Context: an optimization exercise on an open-source flow, tuned for small area and a short achievable clock period. The choices shown serve that exercise and are no tape-out recipe.
For this run, only the layout was checked, not whether the RTL still works.
Power figures rest on the tool's default switching activity, not on a simulated workload.

==> flow/design.v <==
module cmx_add (
    input [31:0] a,
    input [31:0] b,
    input sub_flag,
    output [31:0] c
  );
  wire signed [15:0] a_real = a[15:0];
  wire signed [15:0] a_img = a[31:16];
  wire signed [15:0] b_real = b[15:0];
  wire signed [15:0] b_img = b[31:16];
  wire [15:0] c_real = (sub_flag)? (a_real - b_real):
       a_real + b_real;
  wire [15:0] c_img = (sub_flag)? (a_img - b_img):
       a_img + b_img;
  assign c = {c_img, c_real};     
endmodule
module bfu_internal(
    input [31:0] a,
    input [31:0] b,
    output [31:0] c_plus,
    output [31:0] c_minus
  );
  cmx_add u0_cmx_add_plus(
    .a(a),
    .b(b),
    .sub_flag(1'h0),
    .c(c_plus)
  );
  cmx_add u1_cmx_add_minus(
    .a(a),
    .b(b),
    .sub_flag(1'h1),
    .c(c_minus)
  );
endmodule
module cmx_mult # (parameter AWIDTH = 16, BWIDTH = 16)
  (
    input clk,
    input reset_n,
    input signed [AWIDTH-1:0]      ar, ai,
    input signed [BWIDTH-1:0]      br, bi,
    output signed [AWIDTH+BWIDTH:0] pr, pi
  );
  reg signed [AWIDTH-1:0] ai_d, ai_dd, ai_ddd, ai_dddd   ;
  reg signed [AWIDTH-1:0] ar_d, ar_dd, ar_ddd, ar_dddd   ;
  reg signed [BWIDTH-1:0] bi_d, bi_dd, bi_ddd, br_d, br_dd, br_ddd ;
  reg signed [AWIDTH:0]  addcommon     ;
  reg signed [BWIDTH:0]  addr, addi     ;
  reg signed [AWIDTH+BWIDTH:0] mult0, multr, multi, pr_int, pi_int  ;
  reg signed [AWIDTH+BWIDTH:0] common, commonr1, commonr2   ;
  always @(posedge clk or negedge reset_n)
  begin
    if (!reset_n)
    begin
      ar_d   <= 'h0;
      ar_dd  <= 'h0;
      ai_d   <= 'h0;
      ai_dd  <= 'h0;
      br_d   <= 'h0;
      br_dd  <= 'h0;
      br_ddd <= 'h0;
      bi_d   <= 'h0;
      bi_dd  <= 'h0;
      bi_ddd <= 'h0;
    end
    else
    begin
      ar_d   <= ar;
      ar_dd  <= ar_d;
      ai_d   <= ai;
      ai_dd  <= ai_d;
      br_d   <= br;
      br_dd  <= br_d;
      br_ddd <= br_dd;
      bi_d   <= bi;
      bi_dd  <= bi_d;
      bi_ddd <= bi_dd;
    end
  end
  always @(posedge clk or negedge reset_n)
  begin
    if (!reset_n)
    begin
      addcommon <= 'h0;
      mult0     <= 'h0;
      common    <= 'h0;
    end
    else
    begin
      addcommon <= ar_d - ai_d;
      mult0     <= addcommon * bi_dd;
      common    <= mult0;
    end
  end
  always @(posedge clk or negedge reset_n)
  begin
    if (!reset_n)
    begin
      ar_ddd   <= 'h0;
      ar_dddd  <= 'h0;
      addr     <= 'h0;
      multr    <= 'h0;
      commonr1 <= 'h0;
      pr_int   <= 'h0;
    end
    else
    begin
      ar_ddd   <= ar_dd;
      ar_dddd  <= ar_ddd;
      addr     <= br_ddd - bi_ddd;
      multr    <= addr * ar_dddd;
      commonr1 <= common;
      pr_int   <= multr + commonr1;
    end
  end
  always @(posedge clk or negedge reset_n)
  begin
    if (!reset_n)
    begin
      ai_ddd   <= 'h0;
      ai_dddd  <= 'h0;
      addi     <= 'h0;
      multi    <= 'h0;
      commonr2 <= 'h0;
      pi_int   <= 'h0;
    end
    else
    begin
      ai_ddd   <= ai_dd;
      ai_dddd  <= ai_ddd;
      addi     <= br_ddd + bi_ddd;
      multi    <= addi * ai_dddd;
      commonr2 <= common;
      pi_int   <= multi + commonr2;
    end
  end
  assign pr = pr_int;
  assign pi = pi_int;
endmodule  
module delay_buffer #(
    parameter  BIT_WIDTH = 32,
    parameter  DELAY_STAGES = 6
  ) (
    input clk,
    input reset_n,
    input [BIT_WIDTH-1:0] buf_in,
    output [BIT_WIDTH-1:0] buf_out
  );
  reg [BIT_WIDTH-1:0] r_stages [0:DELAY_STAGES-1];
  integer  i;
  always @(posedge clk or negedge reset_n)
  begin
    if (!reset_n)
    begin
      for (i=0; i<DELAY_STAGES; i=i+1)
      begin
        r_stages[i] <= 'h0;
      end
    end
    else
    begin
      r_stages[0] <= buf_in;
      for (i=0; i<(DELAY_STAGES-1); i=i+1)
      begin
        r_stages[i+1] <= r_stages[i];
      end
    end
  end
  assign buf_out = r_stages[DELAY_STAGES-1];
endmodule
module rom_async (
	addr,
	data
);
	parameter WIDTH = 8;
	parameter DEPTH = 256;
	parameter INIT_F = "";
	localparam ADDRW = $clog2(DEPTH);
	input wire [ADDRW - 1:0] addr;
	output reg [WIDTH - 1:0] data;
	reg [WIDTH - 1:0] memory [0:DEPTH - 1];
	initial begin
		$readmemh("tw_rom_p_8_st_1_q_8.mem", memory);
	end
	always @(*) data = memory[addr];
endmodule
module tw_rom #(parameter ROM_DEPTH = 4,
                  parameter ROM_WIDTH = 32,
                  parameter ROM_FILE = "tw_rom.mem",
                  parameter A_WIDTH = $clog2(ROM_DEPTH)
                 ) (
                   input [A_WIDTH-1:0] addr,
                   output  signed [15:0] tw_real,
                   output  signed [15:0] tw_img
                 );
  rom_async #(
              .WIDTH(ROM_WIDTH),
              .DEPTH(ROM_DEPTH),
              .INIT_F(ROM_FILE)
            ) tw_rom(
              .addr(addr),
              .data({tw_img, tw_real})
            );
endmodule
module bfu_dif_top
  #(parameter  Q_POINT = 8,
    parameter  TW_ROM_DEPTH = 4,
    parameter ADDR_W = $clog2(TW_ROM_DEPTH),
    parameter TW_ROM_FILE = "tw_rom_p_8_st_1_q_8.mem")
   (
     input clk,
     input reset_n,
     input [31:0] a,
     input [31:0] b,
     input [ADDR_W-1:0] tw_addr,
     output [31:0] c_plus,
     output [31:0] c_minus
   );
  function [11:0] kmul;
    input k;
    input [3:0] n;
    begin
      kmul[0] = (k & ~n[3] & ~n[2] & ~n[1] & n[0]) | (k & ~n[3] & ~n[2] & n[1] & n[0]) | (k & ~n[3] & n[2] & ~n[1] & n[0]) | (k & ~n[3] & n[2] & n[1] & n[0]) | (k & n[3] & ~n[2] & ~n[1] & n[0]) | (k & n[3] & ~n[2] & n[1] & n[0]) | (k & n[3] & n[2] & ~n[1] & n[0]) | (k & n[3] & n[2] & n[1] & n[0]);
      kmul[1] = (k & ~n[3] & ~n[2] & n[1] & ~n[0]) | (k & ~n[3] & ~n[2] & n[1] & n[0]) | (k & ~n[3] & n[2] & n[1] & ~n[0]) | (k & ~n[3] & n[2] & n[1] & n[0]) | (k & n[3] & ~n[2] & n[1] & ~n[0]) | (k & n[3] & ~n[2] & n[1] & n[0]) | (k & n[3] & n[2] & n[1] & ~n[0]) | (k & n[3] & n[2] & n[1] & n[0]);
      kmul[2] = (k & ~n[3] & ~n[2] & ~n[1] & n[0]) | (k & ~n[3] & ~n[2] & n[1] & n[0]) | (k & ~n[3] & n[2] & ~n[1] & ~n[0]) | (k & ~n[3] & n[2] & n[1] & ~n[0]) | (k & n[3] & ~n[2] & ~n[1] & n[0]) | (k & n[3] & ~n[2] & n[1] & n[0]) | (k & n[3] & n[2] & ~n[1] & ~n[0]) | (k & n[3] & n[2] & n[1] & ~n[0]);
      kmul[3] = (k & ~n[3] & ~n[2] & n[1] & ~n[0]) | (k & ~n[3] & ~n[2] & n[1] & n[0]) | (k & ~n[3] & n[2] & ~n[1] & n[0]) | (k & ~n[3] & n[2] & n[1] & ~n[0]) | (k & n[3] & ~n[2] & ~n[1] & ~n[0]) | (k & n[3] & ~n[2] & ~n[1] & n[0]) | (k & n[3] & n[2] & ~n[1] & ~n[0]) | (k & n[3] & n[2] & n[1] & n[0]);
      kmul[4] = (k & ~n[3] & ~n[2] & ~n[1] & n[0]) | (k & ~n[3] & ~n[2] & n[1] & n[0]) | (k & ~n[3] & n[2] & ~n[1] & ~n[0]) | (k & ~n[3] & n[2] & n[1] & ~n[0]) | (k & ~n[3] & n[2] & n[1] & n[0]) | (k & n[3] & ~n[2] & ~n[1] & n[0]) | (k & n[3] & ~n[2] & n[1] & ~n[0]) | (k & n[3] & n[2] & ~n[1] & ~n[0]) | (k & n[3] & n[2] & ~n[1] & n[0]) | (k & n[3] & n[2] & n[1] & n[0]);
      kmul[5] = (k & ~n[3] & ~n[2] & ~n[1] & n[0]) | (k & ~n[3] & ~n[2] & n[1] & ~n[0]) | (k & ~n[3] & n[2] & n[1] & ~n[0]) | (k & ~n[3] & n[2] & n[1] & n[0]) | (k & n[3] & ~n[2] & ~n[1] & ~n[0]) | (k & n[3] & n[2] & ~n[1] & ~n[0]) | (k & n[3] & n[2] & ~n[1] & n[0]) | (k & n[3] & n[2] & n[1] & ~n[0]);
      kmul[6] = (k & ~n[3] & ~n[2] & n[1] & ~n[0]) | (k & ~n[3] & n[2] & ~n[1] & ~n[0]) | (k & ~n[3] & n[2] & n[1] & n[0]) | (k & n[3] & ~n[2] & ~n[1] & n[0]) | (k & n[3] & ~n[2] & n[1] & n[0]) | (k & n[3] & n[2] & ~n[1] & ~n[0]) | (k & n[3] & n[2] & n[1] & ~n[0]);
      kmul[7] = (k & ~n[3] & ~n[2] & ~n[1] & n[0]) | (k & ~n[3] & n[2] & ~n[1] & ~n[0]) | (k & ~n[3] & n[2] & ~n[1] & n[0]) | (k & ~n[3] & n[2] & n[1] & n[0]) | (k & n[3] & ~n[2] & ~n[1] & ~n[0]) | (k & n[3] & ~n[2] & n[1] & n[0]) | (k & n[3] & n[2] & n[1] & ~n[0]) | (k & n[3] & n[2] & n[1] & n[0]);
      kmul[8] = (~k & ~n[3] & ~n[2] & ~n[1] & n[0]) | (~k & ~n[3] & ~n[2] & n[1] & n[0]) | (~k & ~n[3] & n[2] & ~n[1] & n[0]) | (~k & ~n[3] & n[2] & n[1] & n[0]) | (~k & n[3] & ~n[2] & ~n[1] & n[0]) | (~k & n[3] & ~n[2] & n[1] & n[0]) | (~k & n[3] & n[2] & ~n[1] & n[0]) | (~k & n[3] & n[2] & n[1] & n[0]) | (k & ~n[3] & ~n[2] & n[1] & ~n[0]) | (k & ~n[3] & n[2] & ~n[1] & n[0]) | (k & n[3] & ~n[2] & ~n[1] & ~n[0]) | (k & n[3] & ~n[2] & n[1] & ~n[0]) | (k & n[3] & ~n[2] & n[1] & n[0]) | (k & n[3] & n[2] & ~n[1] & n[0]) | (k & n[3] & n[2] & n[1] & ~n[0]);
      kmul[9] = (~k & ~n[3] & ~n[2] & n[1] & ~n[0]) | (~k & ~n[3] & ~n[2] & n[1] & n[0]) | (~k & ~n[3] & n[2] & n[1] & ~n[0]) | (~k & ~n[3] & n[2] & n[1] & n[0]) | (~k & n[3] & ~n[2] & n[1] & ~n[0]) | (~k & n[3] & ~n[2] & n[1] & n[0]) | (~k & n[3] & n[2] & n[1] & ~n[0]) | (~k & n[3] & n[2] & n[1] & n[0]) | (k & ~n[3] & ~n[2] & n[1] & n[0]) | (k & ~n[3] & n[2] & ~n[1] & ~n[0]) | (k & ~n[3] & n[2] & ~n[1] & n[0]) | (k & n[3] & ~n[2] & ~n[1] & n[0]) | (k & n[3] & ~n[2] & n[1] & ~n[0]) | (k & n[3] & ~n[2] & n[1] & n[0]) | (k & n[3] & n[2] & n[1] & n[0]);
      kmul[10] = (~k & ~n[3] & n[2] & ~n[1] & ~n[0]) | (~k & ~n[3] & n[2] & ~n[1] & n[0]) | (~k & ~n[3] & n[2] & n[1] & ~n[0]) | (~k & ~n[3] & n[2] & n[1] & n[0]) | (~k & n[3] & n[2] & ~n[1] & ~n[0]) | (~k & n[3] & n[2] & ~n[1] & n[0]) | (~k & n[3] & n[2] & n[1] & ~n[0]) | (~k & n[3] & n[2] & n[1] & n[0]) | (k & ~n[3] & n[2] & n[1] & ~n[0]) | (k & ~n[3] & n[2] & n[1] & n[0]) | (k & n[3] & ~n[2] & ~n[1] & ~n[0]) | (k & n[3] & ~n[2] & ~n[1] & n[0]) | (k & n[3] & ~n[2] & n[1] & ~n[0]) | (k & n[3] & ~n[2] & n[1] & n[0]);
      kmul[11] = (~k & n[3] & ~n[2] & ~n[1] & ~n[0]) | (~k & n[3] & ~n[2] & ~n[1] & n[0]) | (~k & n[3] & ~n[2] & n[1] & ~n[0]) | (~k & n[3] & ~n[2] & n[1] & n[0]) | (~k & n[3] & n[2] & ~n[1] & ~n[0]) | (~k & n[3] & n[2] & ~n[1] & n[0]) | (~k & n[3] & n[2] & n[1] & ~n[0]) | (~k & n[3] & n[2] & n[1] & n[0]) | (k & n[3] & n[2] & ~n[1] & ~n[0]) | (k & n[3] & n[2] & ~n[1] & n[0]) | (k & n[3] & n[2] & n[1] & ~n[0]) | (k & n[3] & n[2] & n[1] & n[0]);
    end
  endfunction
  function [7:0] kmul_top;
    input k;
    input [1:0] n;
    begin
      kmul_top[0] = (k & ~n[1] & n[0]) | (k & n[1] & n[0]);
      kmul_top[1] = (k & n[1] & ~n[0]) | (k & n[1] & n[0]);
      kmul_top[2] = (k & ~n[1] & n[0]) | (k & n[1] & ~n[0]);
      kmul_top[3] = (k & n[1] & n[0]);
      kmul_top[4] = (k & ~n[1] & n[0]) | (k & n[1] & ~n[0]);
      kmul_top[5] = (k & ~n[1] & n[0]);
      kmul_top[6] = (k & n[1] & n[0]);
      kmul_top[7] = (k & ~n[1] & n[0]) | (k & n[1] & ~n[0]);
    end
  endfunction
  wire [8:0] srL = {1'b0, a[7:0]} + {1'b0, b[7:0]};
  wire [8:0] siL = {1'b0, a[23:16]} + {1'b0, b[23:16]};
  wire [8:0] ndL = {1'b0, b[7:0]} + {1'b0, ~a[7:0]} + {1'b1};
  wire [8:0] diL = {1'b0, a[23:16]} + {1'b0, ~b[23:16]} + {1'b1};
  reg [7:0] sr1, si1, nd1, di1;
  reg csr1, csi1, cnd1, cdi1;
  reg [7:0] arh1, aih1, brh1, bih1;
  reg r1_z2, r1_t3, r1_z0, r1_c;
  reg k1;
  always @(posedge clk) begin
    sr1 <= srL[7:0]; si1 <= siL[7:0]; nd1 <= ndL[7:0]; di1 <= diL[7:0];
    csr1 <= srL[8]; csi1 <= siL[8]; cnd1 <= ndL[8]; cdi1 <= diL[8];
    arh1 <= a[15:8]; aih1 <= a[31:24]; brh1 <= b[15:8]; bih1 <= b[31:24];
    r1_z2 <= tw_addr == 2'd2; r1_t3 <= tw_addr == 2'd3; r1_z0 <= tw_addr == 2'd0; r1_c <= ~tw_addr[1];
    k1 <= tw_addr[0];
  end
  wire [7:0] srH_a = arh1;
  wire [7:0] srH_b = brh1;
  wire srH_p0 = srH_a[0] ^ srH_b[0];
  wire srH_g0 = (srH_a[0] & srH_b[0]) | (csr1 & (srH_a[0] ^ srH_b[0]));
  wire srH_p1 = srH_a[1] ^ srH_b[1];
  wire srH_g1 = srH_a[1] & srH_b[1];
  wire srH_p2 = srH_a[2] ^ srH_b[2];
  wire srH_g2 = srH_a[2] & srH_b[2];
  wire srH_p3 = srH_a[3] ^ srH_b[3];
  wire srH_g3 = srH_a[3] & srH_b[3];
  wire srH_p4 = srH_a[4] ^ srH_b[4];
  wire srH_g4 = srH_a[4] & srH_b[4];
  wire srH_p5 = srH_a[5] ^ srH_b[5];
  wire srH_g5 = srH_a[5] & srH_b[5];
  wire srH_p6 = srH_a[6] ^ srH_b[6];
  wire srH_g6 = srH_a[6] & srH_b[6];
  wire srH_p7 = srH_a[7] ^ srH_b[7];
  wire srH_g7 = srH_a[7] & srH_b[7];
  wire srH_U0_1 = srH_g1 | (srH_p1 & srH_g0);
  wire srH_V0_1 = srH_p1 & srH_p0;
  wire srH_U0_3 = srH_g3 | (srH_p3 & srH_g2);
  wire srH_V0_3 = srH_p3 & srH_p2;
  wire srH_U0_5 = srH_g5 | (srH_p5 & srH_g4);
  wire srH_V0_5 = srH_p5 & srH_p4;
  wire srH_U0_7 = srH_g7 | (srH_p7 & srH_g6);
  wire srH_V0_7 = srH_p7 & srH_p6;
  wire srH_U1_3 = srH_U0_3 | (srH_V0_3 & srH_U0_1);
  wire srH_V1_3 = srH_V0_3 & srH_V0_1;
  wire srH_U1_7 = srH_U0_7 | (srH_V0_7 & srH_U0_5);
  wire srH_V1_7 = srH_V0_7 & srH_V0_5;
  wire srH_U2_7 = srH_U1_7 | (srH_V1_7 & srH_U1_3);
  wire srH_V2_7 = srH_V1_7 & srH_V1_3;
  wire srH_D4_5 = srH_U0_5 | (srH_V0_5 & srH_U1_3);
  wire srH_E4_5 = srH_V0_5 & srH_V1_3;
  wire srH_D5_2 = srH_g2 | (srH_p2 & srH_U0_1);
  wire srH_E5_2 = srH_p2 & srH_V0_1;
  wire srH_D5_4 = srH_g4 | (srH_p4 & srH_U1_3);
  wire srH_E5_4 = srH_p4 & srH_V1_3;
  wire srH_D5_6 = srH_g6 | (srH_p6 & srH_D4_5);
  wire srH_E5_6 = srH_p6 & srH_E4_5;
  wire srH_s0 = srH_p0 ^ csr1;
  wire srH_s1 = srH_p1 ^ srH_g0;
  wire srH_s2 = srH_p2 ^ srH_U0_1;
  wire srH_s3 = srH_p3 ^ srH_D5_2;
  wire srH_s4 = srH_p4 ^ srH_U1_3;
  wire srH_s5 = srH_p5 ^ srH_D5_4;
  wire srH_s6 = srH_p6 ^ srH_D4_5;
  wire srH_s7 = srH_p7 ^ srH_D5_6;
  wire [7:0] srH = {srH_s7, srH_s6, srH_s5, srH_s4, srH_s3, srH_s2, srH_s1, srH_s0};
  wire srH_co = srH_U2_7;
  wire [7:0] siH_a = aih1;
  wire [7:0] siH_b = bih1;
  wire siH_p0 = siH_a[0] ^ siH_b[0];
  wire siH_g0 = (siH_a[0] & siH_b[0]) | (csi1 & (siH_a[0] ^ siH_b[0]));
  wire siH_p1 = siH_a[1] ^ siH_b[1];
  wire siH_g1 = siH_a[1] & siH_b[1];
  wire siH_p2 = siH_a[2] ^ siH_b[2];
  wire siH_g2 = siH_a[2] & siH_b[2];
  wire siH_p3 = siH_a[3] ^ siH_b[3];
  wire siH_g3 = siH_a[3] & siH_b[3];
  wire siH_p4 = siH_a[4] ^ siH_b[4];
  wire siH_g4 = siH_a[4] & siH_b[4];
  wire siH_p5 = siH_a[5] ^ siH_b[5];
  wire siH_g5 = siH_a[5] & siH_b[5];
  wire siH_p6 = siH_a[6] ^ siH_b[6];
  wire siH_g6 = siH_a[6] & siH_b[6];
  wire siH_p7 = siH_a[7] ^ siH_b[7];
  wire siH_g7 = siH_a[7] & siH_b[7];
  wire siH_U0_1 = siH_g1 | (siH_p1 & siH_g0);
  wire siH_V0_1 = siH_p1 & siH_p0;
  wire siH_U0_3 = siH_g3 | (siH_p3 & siH_g2);
  wire siH_V0_3 = siH_p3 & siH_p2;
  wire siH_U0_5 = siH_g5 | (siH_p5 & siH_g4);
  wire siH_V0_5 = siH_p5 & siH_p4;
  wire siH_U0_7 = siH_g7 | (siH_p7 & siH_g6);
  wire siH_V0_7 = siH_p7 & siH_p6;
  wire siH_U1_3 = siH_U0_3 | (siH_V0_3 & siH_U0_1);
  wire siH_V1_3 = siH_V0_3 & siH_V0_1;
  wire siH_U1_7 = siH_U0_7 | (siH_V0_7 & siH_U0_5);
  wire siH_V1_7 = siH_V0_7 & siH_V0_5;
  wire siH_U2_7 = siH_U1_7 | (siH_V1_7 & siH_U1_3);
  wire siH_V2_7 = siH_V1_7 & siH_V1_3;
  wire siH_D4_5 = siH_U0_5 | (siH_V0_5 & siH_U1_3);
  wire siH_E4_5 = siH_V0_5 & siH_V1_3;
  wire siH_D5_2 = siH_g2 | (siH_p2 & siH_U0_1);
  wire siH_E5_2 = siH_p2 & siH_V0_1;
  wire siH_D5_4 = siH_g4 | (siH_p4 & siH_U1_3);
  wire siH_E5_4 = siH_p4 & siH_V1_3;
  wire siH_D5_6 = siH_g6 | (siH_p6 & siH_D4_5);
  wire siH_E5_6 = siH_p6 & siH_E4_5;
  wire siH_s0 = siH_p0 ^ csi1;
  wire siH_s1 = siH_p1 ^ siH_g0;
  wire siH_s2 = siH_p2 ^ siH_U0_1;
  wire siH_s3 = siH_p3 ^ siH_D5_2;
  wire siH_s4 = siH_p4 ^ siH_U1_3;
  wire siH_s5 = siH_p5 ^ siH_D5_4;
  wire siH_s6 = siH_p6 ^ siH_D4_5;
  wire siH_s7 = siH_p7 ^ siH_D5_6;
  wire [7:0] siH = {siH_s7, siH_s6, siH_s5, siH_s4, siH_s3, siH_s2, siH_s1, siH_s0};
  wire siH_co = siH_U2_7;
  wire [7:0] ndH_a = brh1;
  wire [7:0] ndH_b = ~arh1;
  wire ndH_p0 = ndH_a[0] ^ ndH_b[0];
  wire ndH_g0 = (ndH_a[0] & ndH_b[0]) | (cnd1 & (ndH_a[0] ^ ndH_b[0]));
  wire ndH_p1 = ndH_a[1] ^ ndH_b[1];
  wire ndH_g1 = ndH_a[1] & ndH_b[1];
  wire ndH_p2 = ndH_a[2] ^ ndH_b[2];
  wire ndH_g2 = ndH_a[2] & ndH_b[2];
  wire ndH_p3 = ndH_a[3] ^ ndH_b[3];
  wire ndH_g3 = ndH_a[3] & ndH_b[3];
  wire ndH_p4 = ndH_a[4] ^ ndH_b[4];
  wire ndH_g4 = ndH_a[4] & ndH_b[4];
  wire ndH_p5 = ndH_a[5] ^ ndH_b[5];
  wire ndH_g5 = ndH_a[5] & ndH_b[5];
  wire ndH_p6 = ndH_a[6] ^ ndH_b[6];
  wire ndH_g6 = ndH_a[6] & ndH_b[6];
  wire ndH_p7 = ndH_a[7] ^ ndH_b[7];
  wire ndH_g7 = ndH_a[7] & ndH_b[7];
  wire ndH_U0_1 = ndH_g1 | (ndH_p1 & ndH_g0);
  wire ndH_V0_1 = ndH_p1 & ndH_p0;
  wire ndH_U0_3 = ndH_g3 | (ndH_p3 & ndH_g2);
  wire ndH_V0_3 = ndH_p3 & ndH_p2;
  wire ndH_U0_5 = ndH_g5 | (ndH_p5 & ndH_g4);
  wire ndH_V0_5 = ndH_p5 & ndH_p4;
  wire ndH_U0_7 = ndH_g7 | (ndH_p7 & ndH_g6);
  wire ndH_V0_7 = ndH_p7 & ndH_p6;
  wire ndH_U1_3 = ndH_U0_3 | (ndH_V0_3 & ndH_U0_1);
  wire ndH_V1_3 = ndH_V0_3 & ndH_V0_1;
  wire ndH_U1_7 = ndH_U0_7 | (ndH_V0_7 & ndH_U0_5);
  wire ndH_V1_7 = ndH_V0_7 & ndH_V0_5;
  wire ndH_U2_7 = ndH_U1_7 | (ndH_V1_7 & ndH_U1_3);
  wire ndH_V2_7 = ndH_V1_7 & ndH_V1_3;
  wire ndH_D4_5 = ndH_U0_5 | (ndH_V0_5 & ndH_U1_3);
  wire ndH_E4_5 = ndH_V0_5 & ndH_V1_3;
  wire ndH_D5_2 = ndH_g2 | (ndH_p2 & ndH_U0_1);
  wire ndH_E5_2 = ndH_p2 & ndH_V0_1;
  wire ndH_D5_4 = ndH_g4 | (ndH_p4 & ndH_U1_3);
  wire ndH_E5_4 = ndH_p4 & ndH_V1_3;
  wire ndH_D5_6 = ndH_g6 | (ndH_p6 & ndH_D4_5);
  wire ndH_E5_6 = ndH_p6 & ndH_E4_5;
  wire ndH_s0 = ndH_p0 ^ cnd1;
  wire ndH_s1 = ndH_p1 ^ ndH_g0;
  wire ndH_s2 = ndH_p2 ^ ndH_U0_1;
  wire ndH_s3 = ndH_p3 ^ ndH_D5_2;
  wire ndH_s4 = ndH_p4 ^ ndH_U1_3;
  wire ndH_s5 = ndH_p5 ^ ndH_D5_4;
  wire ndH_s6 = ndH_p6 ^ ndH_D4_5;
  wire ndH_s7 = ndH_p7 ^ ndH_D5_6;
  wire [7:0] ndH = {ndH_s7, ndH_s6, ndH_s5, ndH_s4, ndH_s3, ndH_s2, ndH_s1, ndH_s0};
  wire ndH_co = ndH_U2_7;
  wire [7:0] diH_a = aih1;
  wire [7:0] diH_b = ~bih1;
  wire diH_p0 = diH_a[0] ^ diH_b[0];
  wire diH_g0 = (diH_a[0] & diH_b[0]) | (cdi1 & (diH_a[0] ^ diH_b[0]));
  wire diH_p1 = diH_a[1] ^ diH_b[1];
  wire diH_g1 = diH_a[1] & diH_b[1];
  wire diH_p2 = diH_a[2] ^ diH_b[2];
  wire diH_g2 = diH_a[2] & diH_b[2];
  wire diH_p3 = diH_a[3] ^ diH_b[3];
  wire diH_g3 = diH_a[3] & diH_b[3];
  wire diH_p4 = diH_a[4] ^ diH_b[4];
  wire diH_g4 = diH_a[4] & diH_b[4];
  wire diH_p5 = diH_a[5] ^ diH_b[5];
  wire diH_g5 = diH_a[5] & diH_b[5];
  wire diH_p6 = diH_a[6] ^ diH_b[6];
  wire diH_g6 = diH_a[6] & diH_b[6];
  wire diH_p7 = diH_a[7] ^ diH_b[7];
  wire diH_g7 = diH_a[7] & diH_b[7];
  wire diH_U0_1 = diH_g1 | (diH_p1 & diH_g0);
  wire diH_V0_1 = diH_p1 & diH_p0;
  wire diH_U0_3 = diH_g3 | (diH_p3 & diH_g2);
  wire diH_V0_3 = diH_p3 & diH_p2;
  wire diH_U0_5 = diH_g5 | (diH_p5 & diH_g4);
  wire diH_V0_5 = diH_p5 & diH_p4;
  wire diH_U0_7 = diH_g7 | (diH_p7 & diH_g6);
  wire diH_V0_7 = diH_p7 & diH_p6;
  wire diH_U1_3 = diH_U0_3 | (diH_V0_3 & diH_U0_1);
  wire diH_V1_3 = diH_V0_3 & diH_V0_1;
  wire diH_U1_7 = diH_U0_7 | (diH_V0_7 & diH_U0_5);
  wire diH_V1_7 = diH_V0_7 & diH_V0_5;
  wire diH_U2_7 = diH_U1_7 | (diH_V1_7 & diH_U1_3);
  wire diH_V2_7 = diH_V1_7 & diH_V1_3;
  wire diH_D4_5 = diH_U0_5 | (diH_V0_5 & diH_U1_3);
  wire diH_E4_5 = diH_V0_5 & diH_V1_3;
  wire diH_D5_2 = diH_g2 | (diH_p2 & diH_U0_1);
  wire diH_E5_2 = diH_p2 & diH_V0_1;
  wire diH_D5_4 = diH_g4 | (diH_p4 & diH_U1_3);
  wire diH_E5_4 = diH_p4 & diH_V1_3;
  wire diH_D5_6 = diH_g6 | (diH_p6 & diH_D4_5);
  wire diH_E5_6 = diH_p6 & diH_E4_5;
  wire diH_s0 = diH_p0 ^ cdi1;
  wire diH_s1 = diH_p1 ^ diH_g0;
  wire diH_s2 = diH_p2 ^ diH_U0_1;
  wire diH_s3 = diH_p3 ^ diH_D5_2;
  wire diH_s4 = diH_p4 ^ diH_U1_3;
  wire diH_s5 = diH_p5 ^ diH_D5_4;
  wire diH_s6 = diH_p6 ^ diH_D4_5;
  wire diH_s7 = diH_p7 ^ diH_D5_6;
  wire [7:0] diH = {diH_s7, diH_s6, diH_s5, diH_s4, diH_s3, diH_s2, diH_s1, diH_s0};
  wire diH_co = diH_U2_7;
  wire [7:0] xrL = r1_z2 ? 8'd0 : (r1_t3 ? nd1 : ~nd1);
  wire [7:0] yrL = r1_z0 ? 8'd0 : di1;
  wire [7:0] xiL = ~r1_z0 ? nd1 : 8'd0;
  wire [7:0] yiL = ~r1_z2 ? (~r1_t3 ? di1 : ~di1) : 8'd0;
  wire [8:0] urL = {1'b0, xrL} + {1'b0, yrL} + {r1_c};
  wire [8:0] uiL = {1'b0, xiL} + {1'b0, yiL} + {r1_t3};
  reg [31:0] p2;
  reg [7:0] ndh2, dih2, url2, uil2;
  reg cur2, cui2, ndz2;
  reg r2_z2, r2_t3, r2_z0;
  reg k2;
  always @(posedge clk) begin
    p2 <= {siH, si1, srH, sr1};
    ndh2 <= ndH; dih2 <= diH;
    url2 <= urL[7:0]; uil2 <= uiL[7:0]; cur2 <= urL[8]; cui2 <= uiL[8];
    ndz2 <= nd1 != 8'd0;
    r2_z2 <= r1_z2; r2_t3 <= r1_t3; r2_z0 <= r1_z0;
    k2 <= k1;
  end
  wire nd_neg = ndh2[7] & (ndh2[6:0] != 7'd0 | ndz2);
  wire [9:0] ndxH = {{2{nd_neg}}, ndh2};
  wire [9:0] dixH = {{2{dih2[7]}}, dih2};
  wire [9:0] xrH = r2_z2 ? 10'd0 : (r2_t3 ? ndxH : ~ndxH);
  wire [9:0] yrH = r2_z0 ? 10'd0 : dixH;
  wire [9:0] xiH = ~r2_z0 ? ndxH : 10'd0;
  wire [9:0] yiH = ~r2_z2 ? (~r2_t3 ? dixH : ~dixH) : 10'd0;
  wire [10:0] urH = {1'b0, xrH} + {1'b0, yrH} + {cur2};
  wire [10:0] uiH = {1'b0, xiH} + {1'b0, yiH} + {cui2};
  wire [11:0] rlo_t0 = kmul(k2, url2[3:0]), rlo_t1 = kmul(k2, url2[7:4]);
  wire [11:0] ilo_t0 = kmul(k2, uil2[3:0]), ilo_t1 = kmul(k2, uil2[7:4]);
  wire [4:0] rlo_c = {1'b0, rlo_t0[7:4]} + {1'b0, rlo_t1[3:0]};
  wire [4:0] ilo_c = {1'b0, ilo_t0[7:4]} + {1'b0, ilo_t1[3:0]};
  reg [31:0] p3;
  reg [9:0] urh3, uih3;
  reg [3:0] rt03, it03;
  reg [7:0] rt13, it13;
  reg rqc3, iqc3;
  reg k3;
  always @(posedge clk) begin
    p3 <= p2;
    urh3 <= urH[9:0]; uih3 <= uiH[9:0];
    rt03 <= rlo_t0[11:8]; rt13 <= rlo_t1[11:4];
    it03 <= ilo_t0[11:8]; it13 <= ilo_t1[11:4];
    rqc3 <= rlo_c[4]; iqc3 <= ilo_c[4];
    k3 <= k2;
  end
  wire [11:0] rx2 = kmul(k3, urh3[3:0]), rx3 = kmul(k3, urh3[7:4]);
  wire [8:0] rxa = {1'b0, rx2[7:0]} + {1'b0, {rx3[3:0], 4'd0}};
  wire [7:0] rxv = rxa[7:0];
  wire rxco = rxa[8];
  wire [11:0] ix2 = kmul(k3, uih3[3:0]), ix3 = kmul(k3, uih3[7:4]);
  wire [8:0] ixa = {1'b0, ix2[7:0]} + {1'b0, {ix3[3:0], 4'd0}};
  wire [7:0] ixv = ixa[7:0];
  wire ixco = ixa[8];
  wire [7:0] rqa_a = rt13;
  wire [7:0] rqa_b = {4'd0, rt03};
  wire rqa_p0 = rqa_a[0] ^ rqa_b[0];
  wire rqa_g0 = (rqa_a[0] & rqa_b[0]) | (rqc3 & (rqa_a[0] ^ rqa_b[0]));
  wire rqa_p1 = rqa_a[1] ^ rqa_b[1];
  wire rqa_g1 = rqa_a[1] & rqa_b[1];
  wire rqa_p2 = rqa_a[2] ^ rqa_b[2];
  wire rqa_g2 = rqa_a[2] & rqa_b[2];
  wire rqa_p3 = rqa_a[3] ^ rqa_b[3];
  wire rqa_g3 = rqa_a[3] & rqa_b[3];
  wire rqa_p4 = rqa_a[4] ^ rqa_b[4];
  wire rqa_g4 = rqa_a[4] & rqa_b[4];
  wire rqa_p5 = rqa_a[5] ^ rqa_b[5];
  wire rqa_g5 = rqa_a[5] & rqa_b[5];
  wire rqa_p6 = rqa_a[6] ^ rqa_b[6];
  wire rqa_g6 = rqa_a[6] & rqa_b[6];
  wire rqa_p7 = rqa_a[7] ^ rqa_b[7];
  wire rqa_g7 = rqa_a[7] & rqa_b[7];
  wire rqa_U0_1 = rqa_g1 | (rqa_p1 & rqa_g0);
  wire rqa_V0_1 = rqa_p1 & rqa_p0;
  wire rqa_U0_3 = rqa_g3 | (rqa_p3 & rqa_g2);
  wire rqa_V0_3 = rqa_p3 & rqa_p2;
  wire rqa_U0_5 = rqa_g5 | (rqa_p5 & rqa_g4);
  wire rqa_V0_5 = rqa_p5 & rqa_p4;
  wire rqa_U0_7 = rqa_g7 | (rqa_p7 & rqa_g6);
  wire rqa_V0_7 = rqa_p7 & rqa_p6;
  wire rqa_U1_3 = rqa_U0_3 | (rqa_V0_3 & rqa_U0_1);
  wire rqa_V1_3 = rqa_V0_3 & rqa_V0_1;
  wire rqa_U1_7 = rqa_U0_7 | (rqa_V0_7 & rqa_U0_5);
  wire rqa_V1_7 = rqa_V0_7 & rqa_V0_5;
  wire rqa_U2_7 = rqa_U1_7 | (rqa_V1_7 & rqa_U1_3);
  wire rqa_V2_7 = rqa_V1_7 & rqa_V1_3;
  wire rqa_D4_5 = rqa_U0_5 | (rqa_V0_5 & rqa_U1_3);
  wire rqa_E4_5 = rqa_V0_5 & rqa_V1_3;
  wire rqa_D5_2 = rqa_g2 | (rqa_p2 & rqa_U0_1);
  wire rqa_E5_2 = rqa_p2 & rqa_V0_1;
  wire rqa_D5_4 = rqa_g4 | (rqa_p4 & rqa_U1_3);
  wire rqa_E5_4 = rqa_p4 & rqa_V1_3;
  wire rqa_D5_6 = rqa_g6 | (rqa_p6 & rqa_D4_5);
  wire rqa_E5_6 = rqa_p6 & rqa_E4_5;
  wire rqa_s0 = rqa_p0 ^ rqc3;
  wire rqa_s1 = rqa_p1 ^ rqa_g0;
  wire rqa_s2 = rqa_p2 ^ rqa_U0_1;
  wire rqa_s3 = rqa_p3 ^ rqa_D5_2;
  wire rqa_s4 = rqa_p4 ^ rqa_U1_3;
  wire rqa_s5 = rqa_p5 ^ rqa_D5_4;
  wire rqa_s6 = rqa_p6 ^ rqa_D4_5;
  wire rqa_s7 = rqa_p7 ^ rqa_D5_6;
  wire [7:0] rqa = {rqa_s7, rqa_s6, rqa_s5, rqa_s4, rqa_s3, rqa_s2, rqa_s1, rqa_s0};
  wire rqa_co = rqa_U2_7;
  wire [7:0] iqa_a = it13;
  wire [7:0] iqa_b = {4'd0, it03};
  wire iqa_p0 = iqa_a[0] ^ iqa_b[0];
  wire iqa_g0 = (iqa_a[0] & iqa_b[0]) | (iqc3 & (iqa_a[0] ^ iqa_b[0]));
  wire iqa_p1 = iqa_a[1] ^ iqa_b[1];
  wire iqa_g1 = iqa_a[1] & iqa_b[1];
  wire iqa_p2 = iqa_a[2] ^ iqa_b[2];
  wire iqa_g2 = iqa_a[2] & iqa_b[2];
  wire iqa_p3 = iqa_a[3] ^ iqa_b[3];
  wire iqa_g3 = iqa_a[3] & iqa_b[3];
  wire iqa_p4 = iqa_a[4] ^ iqa_b[4];
  wire iqa_g4 = iqa_a[4] & iqa_b[4];
  wire iqa_p5 = iqa_a[5] ^ iqa_b[5];
  wire iqa_g5 = iqa_a[5] & iqa_b[5];
  wire iqa_p6 = iqa_a[6] ^ iqa_b[6];
  wire iqa_g6 = iqa_a[6] & iqa_b[6];
  wire iqa_p7 = iqa_a[7] ^ iqa_b[7];
  wire iqa_g7 = iqa_a[7] & iqa_b[7];
  wire iqa_U0_1 = iqa_g1 | (iqa_p1 & iqa_g0);
  wire iqa_V0_1 = iqa_p1 & iqa_p0;
  wire iqa_U0_3 = iqa_g3 | (iqa_p3 & iqa_g2);
  wire iqa_V0_3 = iqa_p3 & iqa_p2;
  wire iqa_U0_5 = iqa_g5 | (iqa_p5 & iqa_g4);
  wire iqa_V0_5 = iqa_p5 & iqa_p4;
  wire iqa_U0_7 = iqa_g7 | (iqa_p7 & iqa_g6);
  wire iqa_V0_7 = iqa_p7 & iqa_p6;
  wire iqa_U1_3 = iqa_U0_3 | (iqa_V0_3 & iqa_U0_1);
  wire iqa_V1_3 = iqa_V0_3 & iqa_V0_1;
  wire iqa_U1_7 = iqa_U0_7 | (iqa_V0_7 & iqa_U0_5);
  wire iqa_V1_7 = iqa_V0_7 & iqa_V0_5;
  wire iqa_U2_7 = iqa_U1_7 | (iqa_V1_7 & iqa_U1_3);
  wire iqa_V2_7 = iqa_V1_7 & iqa_V1_3;
  wire iqa_D4_5 = iqa_U0_5 | (iqa_V0_5 & iqa_U1_3);
  wire iqa_E4_5 = iqa_V0_5 & iqa_V1_3;
  wire iqa_D5_2 = iqa_g2 | (iqa_p2 & iqa_U0_1);
  wire iqa_E5_2 = iqa_p2 & iqa_V0_1;
  wire iqa_D5_4 = iqa_g4 | (iqa_p4 & iqa_U1_3);
  wire iqa_E5_4 = iqa_p4 & iqa_V1_3;
  wire iqa_D5_6 = iqa_g6 | (iqa_p6 & iqa_D4_5);
  wire iqa_E5_6 = iqa_p6 & iqa_E4_5;
  wire iqa_s0 = iqa_p0 ^ iqc3;
  wire iqa_s1 = iqa_p1 ^ iqa_g0;
  wire iqa_s2 = iqa_p2 ^ iqa_U0_1;
  wire iqa_s3 = iqa_p3 ^ iqa_D5_2;
  wire iqa_s4 = iqa_p4 ^ iqa_U1_3;
  wire iqa_s5 = iqa_p5 ^ iqa_D5_4;
  wire iqa_s6 = iqa_p6 ^ iqa_D4_5;
  wire iqa_s7 = iqa_p7 ^ iqa_D5_6;
  wire [7:0] iqa = {iqa_s7, iqa_s6, iqa_s5, iqa_s4, iqa_s3, iqa_s2, iqa_s1, iqa_s0};
  wire iqa_co = iqa_U2_7;
  reg [31:0] p4;
  reg [9:0] urh4, uih4;
  reg [7:0] rq4, iq4, rx4, ix4;
  reg rxc4, ixc4;
  reg k4;
  always @(posedge clk) begin
    p4 <= p3;
    urh4 <= urh3; uih4 <= uih3;
    rq4 <= rqa; iq4 <= iqa;
    rx4 <= rxv; ix4 <= ixv; rxc4 <= rxco; ixc4 <= ixco;
    k4 <= k3;
  end
  wire [11:0] rT2 = kmul(k4, urh4[3:0]), rT3 = kmul(k4, urh4[7:4]);
  wire [7:0] rT4 = kmul_top(k4, urh4[9:8]);
  wire [8:0] rsb = {1'b0, rq4} + {1'b0, rx4};
  wire [7:0] rsbv = rsb[7:0];
  wire rcba = rsb[8], rcbb = rxc4;
  wire rc_cs0 = rT2[8] ^ rT3[4] ^ rT4[0];
  wire rc_cc0 = (rT2[8] & rT3[4]) | (rT2[8] & rT4[0]) | (rT3[4] & rT4[0]);
  wire rc_cs1 = rT2[9] ^ rT3[5] ^ rT4[1];
  wire rc_cc1 = (rT2[9] & rT3[5]) | (rT2[9] & rT4[1]) | (rT3[5] & rT4[1]);
  wire rc_cs2 = rT2[10] ^ rT3[6] ^ rT4[2];
  wire rc_cc2 = (rT2[10] & rT3[6]) | (rT2[10] & rT4[2]) | (rT3[6] & rT4[2]);
  wire rc_cs3 = rT2[11] ^ rT3[7] ^ rT4[3];
  wire rc_cc3 = (rT2[11] & rT3[7]) | (rT2[11] & rT4[3]) | (rT3[7] & rT4[3]);
  wire rc_cs4 = 1'b0 ^ rT3[8] ^ rT4[4];
  wire rc_cc4 = (1'b0 & rT3[8]) | (1'b0 & rT4[4]) | (rT3[8] & rT4[4]);
  wire rc_cs5 = 1'b0 ^ rT3[9] ^ rT4[5];
  wire rc_cc5 = (1'b0 & rT3[9]) | (1'b0 & rT4[5]) | (rT3[9] & rT4[5]);
  wire rc_cs6 = 1'b0 ^ rT3[10] ^ rT4[6];
  wire rc_cc6 = (1'b0 & rT3[10]) | (1'b0 & rT4[6]) | (rT3[10] & rT4[6]);
  wire rc_cs7 = 1'b0 ^ rT3[11] ^ rT4[7];
  wire rc_cc7 = (1'b0 & rT3[11]) | (1'b0 & rT4[7]) | (rT3[11] & rT4[7]);
  wire [7:0] rcS = {rc_cs7, rc_cs6, rc_cs5, rc_cs4, rc_cs3, rc_cs2, rc_cs1, rc_cs0};
  wire [6:0] rcC = {rc_cc6, rc_cc5, rc_cc4, rc_cc3, rc_cc2, rc_cc1, rc_cc0};
  wire [11:0] iT2 = kmul(k4, uih4[3:0]), iT3 = kmul(k4, uih4[7:4]);
  wire [7:0] iT4 = kmul_top(k4, uih4[9:8]);
  wire [8:0] isb = {1'b0, iq4} + {1'b0, ix4};
  wire [7:0] isbv = isb[7:0];
  wire icba = isb[8], icbb = ixc4;
  wire ic_cs0 = iT2[8] ^ iT3[4] ^ iT4[0];
  wire ic_cc0 = (iT2[8] & iT3[4]) | (iT2[8] & iT4[0]) | (iT3[4] & iT4[0]);
  wire ic_cs1 = iT2[9] ^ iT3[5] ^ iT4[1];
  wire ic_cc1 = (iT2[9] & iT3[5]) | (iT2[9] & iT4[1]) | (iT3[5] & iT4[1]);
  wire ic_cs2 = iT2[10] ^ iT3[6] ^ iT4[2];
  wire ic_cc2 = (iT2[10] & iT3[6]) | (iT2[10] & iT4[2]) | (iT3[6] & iT4[2]);
  wire ic_cs3 = iT2[11] ^ iT3[7] ^ iT4[3];
  wire ic_cc3 = (iT2[11] & iT3[7]) | (iT2[11] & iT4[3]) | (iT3[7] & iT4[3]);
  wire ic_cs4 = 1'b0 ^ iT3[8] ^ iT4[4];
  wire ic_cc4 = (1'b0 & iT3[8]) | (1'b0 & iT4[4]) | (iT3[8] & iT4[4]);
  wire ic_cs5 = 1'b0 ^ iT3[9] ^ iT4[5];
  wire ic_cc5 = (1'b0 & iT3[9]) | (1'b0 & iT4[5]) | (iT3[9] & iT4[5]);
  wire ic_cs6 = 1'b0 ^ iT3[10] ^ iT4[6];
  wire ic_cc6 = (1'b0 & iT3[10]) | (1'b0 & iT4[6]) | (iT3[10] & iT4[6]);
  wire ic_cs7 = 1'b0 ^ iT3[11] ^ iT4[7];
  wire ic_cc7 = (1'b0 & iT3[11]) | (1'b0 & iT4[7]) | (iT3[11] & iT4[7]);
  wire [7:0] icS = {ic_cs7, ic_cs6, ic_cs5, ic_cs4, ic_cs3, ic_cs2, ic_cs1, ic_cs0};
  wire [6:0] icC = {ic_cc6, ic_cc5, ic_cc4, ic_cc3, ic_cc2, ic_cc1, ic_cc0};
  reg [31:0] p5;
  reg [7:0] rb5, ib5, rs5, is5;
  reg [6:0] rk5, ik5;
  reg rc5a, rc5b, ic5a, ic5b;
  always @(posedge clk) begin
    p5 <= p4;
    rb5 <= rsbv; ib5 <= isbv; rs5 <= rcS; is5 <= icS; rk5 <= rcC; ik5 <= icC;
    rc5a <= rcba; rc5b <= rcbb; ic5a <= icba; ic5b <= icbb;
  end
  wire [7:0] rfin_a = rs5;
  wire [7:0] rfin_b = {rk5, rc5a};
  wire rfin_p0 = rfin_a[0] ^ rfin_b[0];
  wire rfin_g0 = (rfin_a[0] & rfin_b[0]) | (rc5b & (rfin_a[0] ^ rfin_b[0]));
  wire rfin_p1 = rfin_a[1] ^ rfin_b[1];
  wire rfin_g1 = rfin_a[1] & rfin_b[1];
  wire rfin_p2 = rfin_a[2] ^ rfin_b[2];
  wire rfin_g2 = rfin_a[2] & rfin_b[2];
  wire rfin_p3 = rfin_a[3] ^ rfin_b[3];
  wire rfin_g3 = rfin_a[3] & rfin_b[3];
  wire rfin_p4 = rfin_a[4] ^ rfin_b[4];
  wire rfin_g4 = rfin_a[4] & rfin_b[4];
  wire rfin_p5 = rfin_a[5] ^ rfin_b[5];
  wire rfin_g5 = rfin_a[5] & rfin_b[5];
  wire rfin_p6 = rfin_a[6] ^ rfin_b[6];
  wire rfin_g6 = rfin_a[6] & rfin_b[6];
  wire rfin_p7 = rfin_a[7] ^ rfin_b[7];
  wire rfin_g7 = rfin_a[7] & rfin_b[7];
  wire rfin_U0_1 = rfin_g1 | (rfin_p1 & rfin_g0);
  wire rfin_V0_1 = rfin_p1 & rfin_p0;
  wire rfin_U0_3 = rfin_g3 | (rfin_p3 & rfin_g2);
  wire rfin_V0_3 = rfin_p3 & rfin_p2;
  wire rfin_U0_5 = rfin_g5 | (rfin_p5 & rfin_g4);
  wire rfin_V0_5 = rfin_p5 & rfin_p4;
  wire rfin_U0_7 = rfin_g7 | (rfin_p7 & rfin_g6);
  wire rfin_V0_7 = rfin_p7 & rfin_p6;
  wire rfin_U1_3 = rfin_U0_3 | (rfin_V0_3 & rfin_U0_1);
  wire rfin_V1_3 = rfin_V0_3 & rfin_V0_1;
  wire rfin_U1_7 = rfin_U0_7 | (rfin_V0_7 & rfin_U0_5);
  wire rfin_V1_7 = rfin_V0_7 & rfin_V0_5;
  wire rfin_U2_7 = rfin_U1_7 | (rfin_V1_7 & rfin_U1_3);
  wire rfin_V2_7 = rfin_V1_7 & rfin_V1_3;
  wire rfin_D4_5 = rfin_U0_5 | (rfin_V0_5 & rfin_U1_3);
  wire rfin_E4_5 = rfin_V0_5 & rfin_V1_3;
  wire rfin_D5_2 = rfin_g2 | (rfin_p2 & rfin_U0_1);
  wire rfin_E5_2 = rfin_p2 & rfin_V0_1;
  wire rfin_D5_4 = rfin_g4 | (rfin_p4 & rfin_U1_3);
  wire rfin_E5_4 = rfin_p4 & rfin_V1_3;
  wire rfin_D5_6 = rfin_g6 | (rfin_p6 & rfin_D4_5);
  wire rfin_E5_6 = rfin_p6 & rfin_E4_5;
  wire rfin_s0 = rfin_p0 ^ rc5b;
  wire rfin_s1 = rfin_p1 ^ rfin_g0;
  wire rfin_s2 = rfin_p2 ^ rfin_U0_1;
  wire rfin_s3 = rfin_p3 ^ rfin_D5_2;
  wire rfin_s4 = rfin_p4 ^ rfin_U1_3;
  wire rfin_s5 = rfin_p5 ^ rfin_D5_4;
  wire rfin_s6 = rfin_p6 ^ rfin_D4_5;
  wire rfin_s7 = rfin_p7 ^ rfin_D5_6;
  wire [7:0] rfin = {rfin_s7, rfin_s6, rfin_s5, rfin_s4, rfin_s3, rfin_s2, rfin_s1, rfin_s0};
  wire rfin_co = rfin_U2_7;
  wire [7:0] ifin_a = is5;
  wire [7:0] ifin_b = {ik5, ic5a};
  wire ifin_p0 = ifin_a[0] ^ ifin_b[0];
  wire ifin_g0 = (ifin_a[0] & ifin_b[0]) | (ic5b & (ifin_a[0] ^ ifin_b[0]));
  wire ifin_p1 = ifin_a[1] ^ ifin_b[1];
  wire ifin_g1 = ifin_a[1] & ifin_b[1];
  wire ifin_p2 = ifin_a[2] ^ ifin_b[2];
  wire ifin_g2 = ifin_a[2] & ifin_b[2];
  wire ifin_p3 = ifin_a[3] ^ ifin_b[3];
  wire ifin_g3 = ifin_a[3] & ifin_b[3];
  wire ifin_p4 = ifin_a[4] ^ ifin_b[4];
  wire ifin_g4 = ifin_a[4] & ifin_b[4];
  wire ifin_p5 = ifin_a[5] ^ ifin_b[5];
  wire ifin_g5 = ifin_a[5] & ifin_b[5];
  wire ifin_p6 = ifin_a[6] ^ ifin_b[6];
  wire ifin_g6 = ifin_a[6] & ifin_b[6];
  wire ifin_p7 = ifin_a[7] ^ ifin_b[7];
  wire ifin_g7 = ifin_a[7] & ifin_b[7];
  wire ifin_U0_1 = ifin_g1 | (ifin_p1 & ifin_g0);
  wire ifin_V0_1 = ifin_p1 & ifin_p0;
  wire ifin_U0_3 = ifin_g3 | (ifin_p3 & ifin_g2);
  wire ifin_V0_3 = ifin_p3 & ifin_p2;
  wire ifin_U0_5 = ifin_g5 | (ifin_p5 & ifin_g4);
  wire ifin_V0_5 = ifin_p5 & ifin_p4;
  wire ifin_U0_7 = ifin_g7 | (ifin_p7 & ifin_g6);
  wire ifin_V0_7 = ifin_p7 & ifin_p6;
  wire ifin_U1_3 = ifin_U0_3 | (ifin_V0_3 & ifin_U0_1);
  wire ifin_V1_3 = ifin_V0_3 & ifin_V0_1;
  wire ifin_U1_7 = ifin_U0_7 | (ifin_V0_7 & ifin_U0_5);
  wire ifin_V1_7 = ifin_V0_7 & ifin_V0_5;
  wire ifin_U2_7 = ifin_U1_7 | (ifin_V1_7 & ifin_U1_3);
  wire ifin_V2_7 = ifin_V1_7 & ifin_V1_3;
  wire ifin_D4_5 = ifin_U0_5 | (ifin_V0_5 & ifin_U1_3);
  wire ifin_E4_5 = ifin_V0_5 & ifin_V1_3;
  wire ifin_D5_2 = ifin_g2 | (ifin_p2 & ifin_U0_1);
  wire ifin_E5_2 = ifin_p2 & ifin_V0_1;
  wire ifin_D5_4 = ifin_g4 | (ifin_p4 & ifin_U1_3);
  wire ifin_E5_4 = ifin_p4 & ifin_V1_3;
  wire ifin_D5_6 = ifin_g6 | (ifin_p6 & ifin_D4_5);
  wire ifin_E5_6 = ifin_p6 & ifin_E4_5;
  wire ifin_s0 = ifin_p0 ^ ic5b;
  wire ifin_s1 = ifin_p1 ^ ifin_g0;
  wire ifin_s2 = ifin_p2 ^ ifin_U0_1;
  wire ifin_s3 = ifin_p3 ^ ifin_D5_2;
  wire ifin_s4 = ifin_p4 ^ ifin_U1_3;
  wire ifin_s5 = ifin_p5 ^ ifin_D5_4;
  wire ifin_s6 = ifin_p6 ^ ifin_D4_5;
  wire ifin_s7 = ifin_p7 ^ ifin_D5_6;
  wire [7:0] ifin = {ifin_s7, ifin_s6, ifin_s5, ifin_s4, ifin_s3, ifin_s2, ifin_s1, ifin_s0};
  wire ifin_co = ifin_U2_7;
  reg [31:0] p6, m6;
  always @(posedge clk) begin
    p6 <= p5;
    m6 <= {ifin, ib5, rfin, rb5};
  end
  assign c_plus = p6;
  assign c_minus = m6;
endmodule
==> flow/tw_rom_p_8_st_1_q_8.mem <==
00000100
FF4B00B5
FF000000
FF4BFF4B
==> flow/flow/run.sh <==
#!/bin/bash
# Standard layout, with the ports buffered by buf_2 cells instead of the
# cell buffer_ports picks by default, and a clock tree with larger sink
# clusters and no dummy loads. Each ORFS step logs under orfs/logs/.
set -euo pipefail
bash standard.sh BUFFER_PORTS_ARGS="-buffer_cell sky130_fd_sc_hd__buf_2" \
  CTS_ARGS="-sink_clustering_enable -repair_clock_nets -dont_use_dummy_load -sink_clustering_size 30 -sink_clustering_max_diameter 80" \
  finish > standard.log 2>&1
==> flow/standard.sh <==
#!/bin/bash
# synth_recipe.tcl (not shown) runs the flow's synth.tcl, then flattens the netlist and writes it again
# the make line also repeats each setting of config.mk as NAME=value (left out here)
make -C /OpenROAD-flow-scripts/flow DESIGN_CONFIG=/design/flow/config.mk WORK_HOME=/design/flow/orfs CLKGATE_MAP_FILE= SYNTH_SCRIPT=/design/flow/synth_recipe.tcl "${@:-finish}"
==> flow/config.mk <==
export PLATFORM = sky130hd
export DESIGN_NAME = bfu_dif_top
export DESIGN_NICKNAME = bfu_dif_top
export VERILOG_FILES = /design/flow/design.v
export SDC_FILE = /design/flow/constraint.sdc
export NUM_CORES = 4
export LEC_CHECK = 0
export CAP_MARGIN = 20
export CORE_MARGIN = 2
export CORE_UTILIZATION = 40
export SETUP_SLACK_MARGIN = 4.0
export SLEW_MARGIN = 20
==> flow/constraint.sdc <==
create_clock -name core_clock -period 6.5 [get_ports {clk}]
set_input_delay 1.3000 -clock core_clock [delete_from_list [all_inputs] [get_ports {clk}]]
set_output_delay 1.3000 -clock core_clock [all_outputs]
set_load 0.01 [all_outputs]
==> results.txt <==
## cells by family (layout without fill, tap and decap cells)
logic type               after synthesis  count (layout)  synth area share [%]
AO/OA/AOI/OAI                        308             308                  10.9
XOR/XNOR                             145             145                  7.11
adder cells (fa/ha/maj)              191             191                  15.9
buffers and inverters                205             312                  4.49
flip-flops                           454             454                  50.9
multiplexers                           2               2                 0.112
other                                  0               1                     0
AND/OR/NAND/NOR                      381             381                  10.6
## cell type report
type | instances | area share (%)
inverters | 147 | 2.99
clock buffers | 28 | 3.50
flip-flops and latches | 454 | 45.6
diodes | 1 | 0.0125
repair buffers | 137 | 3.52
multi-input cells | 1027 | 40.7
well taps | 592 | 3.70
## cell usage in the layout, fill, tap and decap left out, types with 7 or more instances in the layout
cell type / instances
sky130_fd_sc_hd__ha_1: 124
sky130_fd_sc_hd__xor2_1: 64
sky130_fd_sc_hd__buf_4: 7
sky130_fd_sc_hd__nand3_1: 13
sky130_fd_sc_hd__a211oi_1: 19
sky130_fd_sc_hd__o21a_1: 14
sky130_fd_sc_hd__o22ai_1: 9
sky130_fd_sc_hd__a31oi_1: 8
sky130_fd_sc_hd__fa_1: 49
sky130_fd_sc_hd__a21oi_1: 93
sky130_fd_sc_hd__nor2_1: 109
sky130_fd_sc_hd__xnor2_1: 80
sky130_fd_sc_hd__o21bai_1: 18
sky130_fd_sc_hd__o21ai_0: 64
sky130_fd_sc_hd__nor2b_1: 65
sky130_fd_sc_hd__buf_2: 130
sky130_fd_sc_hd__and2_1: 23
sky130_fd_sc_hd__nor3_1: 29
sky130_fd_sc_hd__or3_1: 9
sky130_fd_sc_hd__o211a_1: 8
sky130_fd_sc_hd__nand2_1: 72
sky130_fd_sc_hd__dfxtp_1: 445
sky130_fd_sc_hd__nand2b_1: 29
sky130_fd_sc_hd__clkbuf_16: 28
sky130_fd_sc_hd__a21o_1: 32
sky130_fd_sc_hd__fa_2: 11
sky130_fd_sc_hd__inv_1: 136
## metal layers
layer | share of wire, % | vias up
li1 | - | 5719
met1 | 49 | 4998
met2 | 45 | 189
met3 | 4.0 | 47
met4 | 2.4 | 2
met5 | 0.043 | -
## worst register-to-register path: cells and delay by family, from the launching register on
kind,cells,cell delay [ns]
compound gates,4,0.68
xor+xnor,2,0.26
flops,1,0.33
buf+inv,2,0.12
fa+ha+maj,3,0.92
## synthesized netlist by cell type (14+ instances only)
library cell               count
sky130_fd_sc_hd__a21o_1       32
sky130_fd_sc_hd__nor2b_1      66
sky130_fd_sc_hd__nand2_1      72
sky130_fd_sc_hd__fa_1         60
sky130_fd_sc_hd__xnor2_1      81
sky130_fd_sc_hd__a211oi_1     19
sky130_fd_sc_hd__o21a_1       14
sky130_fd_sc_hd__a21oi_1      97
sky130_fd_sc_hd__dfxtp_1     454
sky130_fd_sc_hd__o21bai_1     19
sky130_fd_sc_hd__o21ai_0      66
sky130_fd_sc_hd__clkbuf_1     36
sky130_fd_sc_hd__inv_1       145
sky130_fd_sc_hd__nor2_1      109
sky130_fd_sc_hd__nor3_1       30
sky130_fd_sc_hd__ha_1        130
sky130_fd_sc_hd__buf_2        21
sky130_fd_sc_hd__xor2_1       64
sky130_fd_sc_hd__nand2b_1     29
sky130_fd_sc_hd__and2_1       23
## worst max-delay path by stage
stage / end / start / slack [ns] / depth (start not counted)
floorplan: nd1[7] / b[1] / 3.94 / 6
global placement: urh3[8] / r2_t3 / 3.47 / 9
detailed placement: urh3[8] / r2_t3 / 3.42 / 9
CTS: urh3[8] / ndh2[0] / 3.95 / 9
global route: m6[31] / ic5a / 4.00 / 10
finish: c_plus[22] / p6[22] / 4.07 / 1
## metrics by stage
step	utilization, %	worst slack (ns)	instances	hold slack, ns	total power [uW]
5_1_grt	45.3	4.00	2385	0.258	9890
4_1_cts	45.1	3.95	2384	0.269	9210
6_report	45.3	4.07	2386	0.264	9100
3_5_place_dp	43.4	3.42	2351	0.312	7570
2_1_floorplan	-	3.94	1686	0.310	6700
3_3_place_gp	43.4	3.47	2351	0.310	7450
## what timing repair did
action | CTS | global route
setup endpoints to repair | 30 | 13
setup buffers | 5 | 1
resized for setup | 13 | 25
pin swaps | 1 | 7
## flip-flops by register name, indices dropped and copies added (netlist names), 10 cells and up
register	count
m6	32
p2	32
p3	32
p4	32
p5	32
p6	32
uih3	10
uih4	10
urh3	10
urh4	10
## where the power goes
group / total (uW) / internal, uW / switching, uW / leakage (uW)
clock network: 1590 / 759 / 836 / 0.000345
registers: 4390 / 3740 / 648 / 0.00383
logic: 3120 / 1500 / 1620 / 0.00498
==> impl_summary.log <==
INFO  metric cts_hold_buf = 0
INFO  metric yosys-top-cells-area = sky130_fd_sc_hd__dfxtp_1 (51%), sky130_fd_sc_hd__ha_1 (9.1%), sky130_fd_sc_hd__fa_1 (6.7%)
INFO  metric synth.distinct_cells = 52
INFO  metric drtPass1Iterations = 5
INFO  metric clock_tree.root_cell = sky130_fd_sc_hd__clkbuf_16
INFO  metric final-max-slew-violation-count = 0
INFO  metric final_min_period_over_clock_period = 37.3%
INFO  metric fillCellCount = 4189
INFO  metric layout-drive-gt1-share = 12.3%
INFO  metric routabilityCongestion = 0.820
INFO  metric htree_num_levels = 1
INFO  metric grt_setup_unrepaired = false
INFO  metric finClkSkew = 0.0748 ns
INFO  metric worst_slew_pin_slew = 0.758 ns
INFO  metric clk_latency = 0.60 ns
INFO  metric drc_errors = 0
INFO  metric critical_path.top_delay_family = flip-flops
INFO  metric track_usage = 13.0%
INFO  metric p_per_area = 455 mW/mm^2
INFO  metric clock.fmax = 412 MHz
INFO  metric grt_antenna_before_repair = 3
INFO  metric crit_slowest_cell = sky130_fd_sc_hd__dfxtp_1
INFO  metric grt.met3_usage = 2.20%
INFO  metric buffer_ports.inserted = 130
INFO  metric cts_made_buffers = 28
INFO  metric maximum_number_of_pins_on_one_net_before_global_route_repair = 31
INFO  metric grt.overflow.total = 0
INFO  metric die_area = 0.0464 sq mm
INFO  metric cp.buffers_inverters = 1
INFO  metric critPathKind = reg -> out
INFO  metric multi_input_comb_area = 0.00813 sq mm
INFO  metric detailed_place.area = 0.0192 sq mm
INFO  metric slew-limit-headroom = 48.2%
INFO  metric r2r.worst_path.cells = 11
INFO  metric max_cap_violations = 0
INFO  metric synth.ff_latch_count = 454
INFO  metric global_route_wire_length_before_repair = 51.2 mm
INFO  metric worst-endpoint-arrival = 1.13 ns
INFO  metric first_global_vias = 10900
INFO  metric seq_area = 0.00911 sq mm
INFO  metric detailedRoute.firstIterationViolations = 539
INFO  metric worstSetupEndpointType = output pin
INFO  metric clkTransAtPathRegs = 0.10 ns
INFO  metric final.min_clock_period = 2.43 ns
INFO  metric timing.final.setup_violations = 0
INFO  metric use_met1 = 17.6%
INFO  metric detailroute.via_count = 11000
INFO  metric synth_warnings = 1
INFO  metric syn_to_final_growth = 11.9%
INFO  metric synth_area = 0.0179 sq mm
INFO  metric route.detailed.wl_per_inst = 12.6 um
INFO  metric path_cells = buf_2
INFO  metric die_w = 215 um
INFO  metric reg2reg_slack = 4.11 ns
INFO  metric finalSetupTns = 0 ns
INFO  metric hold_start = p5[23]
INFO  metric gr-usage-met2 = 21.3%
INFO  metric timing.critical_path.slowest_cell_delay = 0.38 ns
INFO  metric synth.largest_area_cell = sky130_fd_sc_hd__dfxtp_1
INFO  metric synth_seq_area_share = 50.9%
INFO  metric drt-total-wl = 30.2 mm
INFO  metric row_count = 77
INFO  metric die-height = 215 um
INFO  metric finalHoldViolCount = 0
INFO  metric synth_edf_count = 0
INFO  metric postRouteAntennaNets = 0
INFO  metric core_area = 0.0441 sq mm
INFO  metric status = timing/DRC/antenna clean
INFO  metric timing.hold.worst_endpoint = p6[23]
INFO  metric postSynthNetCount = 1944
INFO  metric boundary_pins = 132
INFO  metric power_leakage = 0.00915 uW
INFO  metric detailedPlacementHpwl = 22.9 mm
INFO  metric final_cell_area = 0.0200 sq mm
INFO  metric initial_utilization = 40.5%
INFO  metric timing.rr.start = rc5a
INFO  metric holdPathStages = 0
INFO  metric worstPathMaxFanout = 1
INFO  metric synth_cells = 1686
INFO  metric maximum_ir_drop_on_the_vdd_rail = 0.233 mV
INFO  metric cts_tree = built
INFO  metric hold_path_class = reg -> reg
INFO  metric worstSetupStartpointType = register
INFO  metric rr_endpoint = m6[15]
INFO  metric route.detailed.vias_per_inst = 4.59
INFO  metric max-clock-path-buffers = 3
INFO  metric finish.net_count = 2053
INFO  metric synth.avg_cell_area = 10.6 sq um
INFO  metric ys_async_sr_fraction = 0%
INFO  metric global_route.peak_usage_layer = met2
INFO  metric data_required_time_of_the_worst_path = 5.20 ns
INFO  metric synth_flop_cell = sky130_fd_sc_hd__dfxtp_1
INFO  metric numClockSinks = 454
INFO  metric synth_top_area_share = 50.9%

-- re-timing with driven ports --
Ports are ideal in the flow. The routed layout listed here was re-timed in OpenROAD.
Step 1, drivers: a clkbuf_16 drives clk and a buf_2 each remaining input, both assumed.
Step 2, shift: input delay + t, output delay - t, t = (earliest + latest rising clock arrival at the registers) / 2. This alone moves slack from input paths to output paths.
Three values: ideal, step 1, step 2; two values: the first two.
shift t [ns]: 0.613
slack for setup (ns): 4.073 / 4.017 / 3.542
worst register clock-pin slew, ns: 0.10 / 0.10
worst slew at a driven data input, ns: 0.06
pins driven straight from the clock port: 1
After both steps setup and hold are still met in this run. The setup slack of this run moves by -0.056 ns with the drivers and by -0.531 ns with both steps.
